From an optimization exercise on the open Yosys and OpenROAD flow, aimed at small area, a short achievable clock period and few clock cycles; shortcuts taken in it are not production practice.
The RTL of this run was laid out without a check of its function.
Power and IR drop assume default switching activity.

[run.sh]
#!/bin/bash
# synth_recipe.tcl (not shown) runs the flow's synth.tcl, then flattens the netlist and writes it again
# the make line also repeats each setting of config.mk as NAME=value (left out here)
make -C /OpenROAD-flow-scripts/flow DESIGN_CONFIG=/design/flow/config.mk WORK_HOME=/design/flow/orfs CLKGATE_MAP_FILE= SYNTH_SCRIPT=/design/flow/synth_recipe.tcl finish
[config.mk]
export PLATFORM = sky130hd
export DESIGN_NAME = signed_right_shift_mplier
export DESIGN_NICKNAME = signed_right_shift_mplier
export VERILOG_FILES = /design/flow/design.v
export SDC_FILE = /design/flow/constraint.sdc
export NUM_CORES = 4
export LEC_CHECK = 0
export CAP_MARGIN = 20
export CORE_MARGIN = 2
export CORE_UTILIZATION = 40
export SLEW_MARGIN = 20
[constraint.sdc]
create_clock -name core_clock -period 5.0 [get_ports {clk}]
set_input_delay 1.0000 -clock core_clock [delete_from_list [all_inputs] [get_ports {clk}]]
set_output_delay 1.0000 -clock core_clock [all_outputs]
set_load 0.01 [all_outputs]
[design.v]
module signed_right_shift_mplier #(
    parameter N = 32
)(
    input                 clk,
    input                 rst_n,       
    input    [N-1:0]      mcand,
    input    [N-1:0]      mplier,
    output   [2*N-1:0]    product,
    output                done 
);
    reg signed  [2*N-1:0]         partial_product;
    reg signed  [N:0]             mcand_reg;
    reg signed  [N:0]             mplier_reg;
    reg         [$clog2(N):0]     counter;
    reg  [N:0]  mux_out;
    reg  [N:0]  sum;
    reg         cout;
    always @(*) begin
        case (mplier_reg[1:0])   
          2'b00 , 2'b11 :   mux_out = 0;
          2'b01         :   mux_out = mcand_reg;
          default       :   mux_out = ~mcand_reg + 1;   
        endcase
        {cout,sum} = partial_product[2*N-1:N-1] + mux_out;
    end
    reg LSB;
    always @(posedge clk) begin
        if (!rst_n) begin
            partial_product <= 0;
            counter         <= 0;
            LSB             <= 0;
            mcand_reg       <= {mcand[N-1],mcand};
            mplier_reg      <= {mplier,1'b0};
        end else begin
            partial_product <= {sum[N], sum, partial_product[N-2:1]};
            LSB             <= (counter== N-1) ? partial_product[0] : LSB;
            counter         <= counter + 1;
            mplier_reg      <= mplier_reg >>> 1;
        end
    end
        assign done = (counter == N);
        assign product = {partial_product[2*N-2:0],LSB};
endmodule
==> flow_metrics.py <==
metrics = {
    "run_status": {
        "status": "complete, no violations",
    },
    "finish": {
        "largest_reg_flops": 63,
        "area_delta_synth_final_pct": 30.8,
        "layout-drive-gt1-share_pct": 9.44,
        "fillerInstances": 1516,
        "antenna_cells": 0,
        "nNetsFinal": 948,
    },
    "timing": {
        "tightest_slew_ns": 0.965,
        "hold_violations": 0,
        "clock_skew_ns": 0.0143,
        "maxSlewViolCount": 0,
        "rsz0062_at_grt": "false",
        "finalCritPeriodShare_pct": 87.7,
        "fmax_mhz": 228,
        "period_needed_ns": 4.38,
        "finalSetupViolations": 0,
        "fin_tns_setup_ns": 0,
        "relSlewSlack_pct": 35.6,
    },
    "detailed_routing": {
        "num_vias": 5771,
        "drc_errors": 0,
        "drtAntennaViolNets": 0,
        "wl_per_cell_um": 16.1,
        "vias_per_cell": 5.35,
        "first_pass_iters": 5,
        "dr.first_iter.drc_count": 275,
        "drt_wl_total_mm": 17.4,
    },
    "grt": {
        "grt_max_degree": 84,
        "grt_pass1_vias": 5605,
        "grt_pass1_wl_mm": 27.6,
        "grt_overflow": 0,
        "antenna_found_initial": 0,
        "track_usage_pct": 19.4,
    },
    "synthesis": {
        "syn_inst": 726,
        "synth_most_common_cell": "dfxtp_1",
        "ys_seq_area_share_pct": 44.9,
        "synth-main-ff-cell": "dfxtp_1",
        "synth_nets": 829,
        "synth_area_leaders": "dfxtp_1 (30%), edfxtp_1 (15%), ha_1 (6.7%), o21ai_0 (5.2%), mux2_2 (5.2%)",
        "synth_common_cells": "dfxtp_1 (102), nand2_1 (70), o21ai_0 (70), nor2_1 (49)",
        "synth_edf_count": 33,
        "synth.largest_area_cell": "dfxtp_1",
        "avgSynthCellArea_um2": 9.31,
        "synth.distinct_cells": 56,
        "synth_area_um2": 6760,
        "yosysTopAreaCellShare_pct": 30.2,
        "ys_seq_elements": 135,
        "yosysWarnings": 1,
        "ys_async_sr_fraction_pct": 0,
    },
    "clock_tree": {
        "cts_htree_levels": 4,
        "postCtsHoldBufs": 0,
        "cts_resized": 0,
        "cts.path.max_buffers": 2,
        "clock_sinks": 135,
        "cts_buffers": 17,
        "clk_pin_slew_ns": 0.06,
        "cts_tree": "yes",
        "clock-root-buffer": "clkbuf_16",
        "clk_latency_ns": 0.42,
        "post_cts_buffers": 0,
    },
    "critical_path": {
        "cp_slowest_cell": "or3b_1",
        "crit_path_start": "mcand_reg[10]",
        "crit_family": "simple AND/OR/NAND/NOR gates",
        "crit_path_max_incr_delay_ns": 0.50,
        "r2r_slack_ns": 0.62,
        "r2r-start": "mcand_reg[10]",
        "start_kind": "register",
        "worstPathCellList": "or3_1 -> or3b_1 -> or2_4 -> or3_4 -> o31ai_4 -> o21ai_0 -> ha_1 -> nand2_1 -> o21ai_0 -> a21oi_1 -> o211ai_1 -> o2111ai_1 -> a211o_1 -> nand2_1",
        "regToRegEndpoint": "partial_product[60]",
        "path_buf_inv": 0,
        "worstPathRequired_ns": 5.36,
        "endpoint": "partial_product[60]",
        "crit_cells": 14,
        "critical_path_arrival_ns": 4.74,
        "path_max_fanout": 7,
        "r2r_cells": 14,
        "path_class": "register to register",
        "critPathCaptureType": "register",
    },
    "placement": {
        "place.gp.congestion": 0.912,
        "port_buffers": 130,
        "hpwl_mm": 13.0,
    },
    "job": {
        "max_cap_violations": 0,
    },
    "min_path": {
        "worstHoldStart": "mplier_reg[31]",
        "hold_path.class": "register to register",
    },
    "floorplanning": {
        "die_h_um": 134,
        "die_w_um": 134,
        "start_util_pct": 40.9,
        "num_rows": 47,
        "die-area_um2": 18000,
        "ioPinCount": 131,
        "core_um2": 16500,
    },
    "pwr": {
        "p_sw_mw": 1.25,
        "clock_power_share_pct": 33.2,
        "switching_share_pct": 33.9,
        "leakage_nw": 3.37,
        "pwr-share-seq_pct": 37.0,
        "p_per_area_nw_per_um2": 419,
        "total_power_mw": 3.70,
        "vdd_ir_drop_max_mv": 0.280,
        "p_int_mw": 2.45,
        "comb_power_share_pct": 29.8,
    },
}
through the flow:
stage	setup slack (ns)	hold slack [ns]	utilization, %	area (µm²)	instances
finish	0.615	0.453	53.5	8840	1078
global route	0.284	0.470	53.5	8840	1078
CTS	0.634	0.459	53.5	8840	1078
detailed placement	0.669	0.443	49.9	8240	1046
global placement	0.798	0.437	49.9	8240	1046
floorplan	0.930	0.430	-	6760	726
worst register-to-register path: cells and delay by family, from the launching register on:
| kind | cells | cell delay [ns] |
|---|---|---|
| AND/OR/NAND/NOR | 6 | 1.84 |
| AO/OA/AOI/OAI | 7 | 1.62 |
| flip-flops | 1 | 0.47 |
| adder cells (fa/ha/maj) | 1 | 0.42 |
how the worst min path moves through the flow:
stage | to | slack, ns | depth (start not counted)
2_1_floorplan | counter[0] | 0.43 | 1
3_3_place_gp | mplier_reg[5] | 0.44 | 1
3_5_place_dp | mplier_reg[12] | 0.44 | 1
4_1_cts | mplier_reg[30] | 0.46 | 1
5_1_grt | mplier_reg[27] | 0.47 | 1
6_report | mplier_reg[30] | 0.45 | 1
cell families (layout without fill, tap and decap cells):
family | count (synthesis) | after routing | share of synthesized area (%)
AND/OR/NAND/NOR | 255 | 255 | 19.1
AO/OA/AOI/OAI | 180 | 180 | 16.4
flip-flops | 135 | 135 | 44.9
buffers and inverters | 56 | 188 | 3.20
multiplexers | 40 | 40 | 6.50
adder cells (fa/ha/maj) | 37 | 37 | 6.96
XOR/XNOR | 23 | 23 | 2.98
power by group through the flow:
| stage | Combinational (mW) | Clock, mW | Sequential, mW |
|---|---|---|---|
| global placement | 1.09 | 0 | 1.39 |
| CTS | 1.10 | 1.26 | 1.37 |
| floorplan | 0.651 | 0 | 1.40 |
| detailed placement | 1.10 | 0 | 1.39 |
| finish | 1.10 | 1.23 | 1.37 |
| global route | 1.22 | 1.32 | 1.39 |
placed cells by master (no fill, tap or decap), types with 22 or more instances in the layout:
cell             count
a21oi_1             37
and2_1              37
clkdlybuf4s50_1    129
dfxtp_1            102
edfxtp_1            33
ha_1                36
mux2_2              31
nand2_1             70
nor2_1              49
nor3_1              22
o21ai_0             70
final cells by class:
class,instances,area (µm²),share of cell area [%]
inverters,19,71.3,0.807
flip-flops and latches,135,3030,34.3
multi-input cells,535,3510,39.7
clock buffers,17,425,4.81
clock inverters,15,178,2.01
repair buffers,137,1350,15.3
well taps,220,275,3.11
metal layers:
layer / global-route usage [%] / wire length, µm
met4: 6.74 / 217
met3: 7.03 / 1440
met2: 31.3 / 8030
met5: 0 / 0
met1: 24.1 / 7700

static timing again, ports no longer ideal:
In the flow no input, the clock included, has a driving cell. The finished layout below was timed again as built, in two steps.
Step 1: set_driving_cell puts a clkbuf_16 on clk and a buf_2 on each other input, an assumption about the parent block.
Step 2, shift: input delay + t, output delay - t, t = (earliest + latest rising clock arrival at the registers) / 2. This alone moves slack from input paths to output paths.
Three values: ideal ports, drivers, drivers and shift; two values: the first two.
t, ns: 0.458
setup slack, ns: 0.615 / 0.615 / 0.615
pins driven straight from the clock port: 1
After both steps this run still meets setup and hold. The setup slack of this run moves by 0.000 ns with the drivers and by 0.000 ns with both steps.
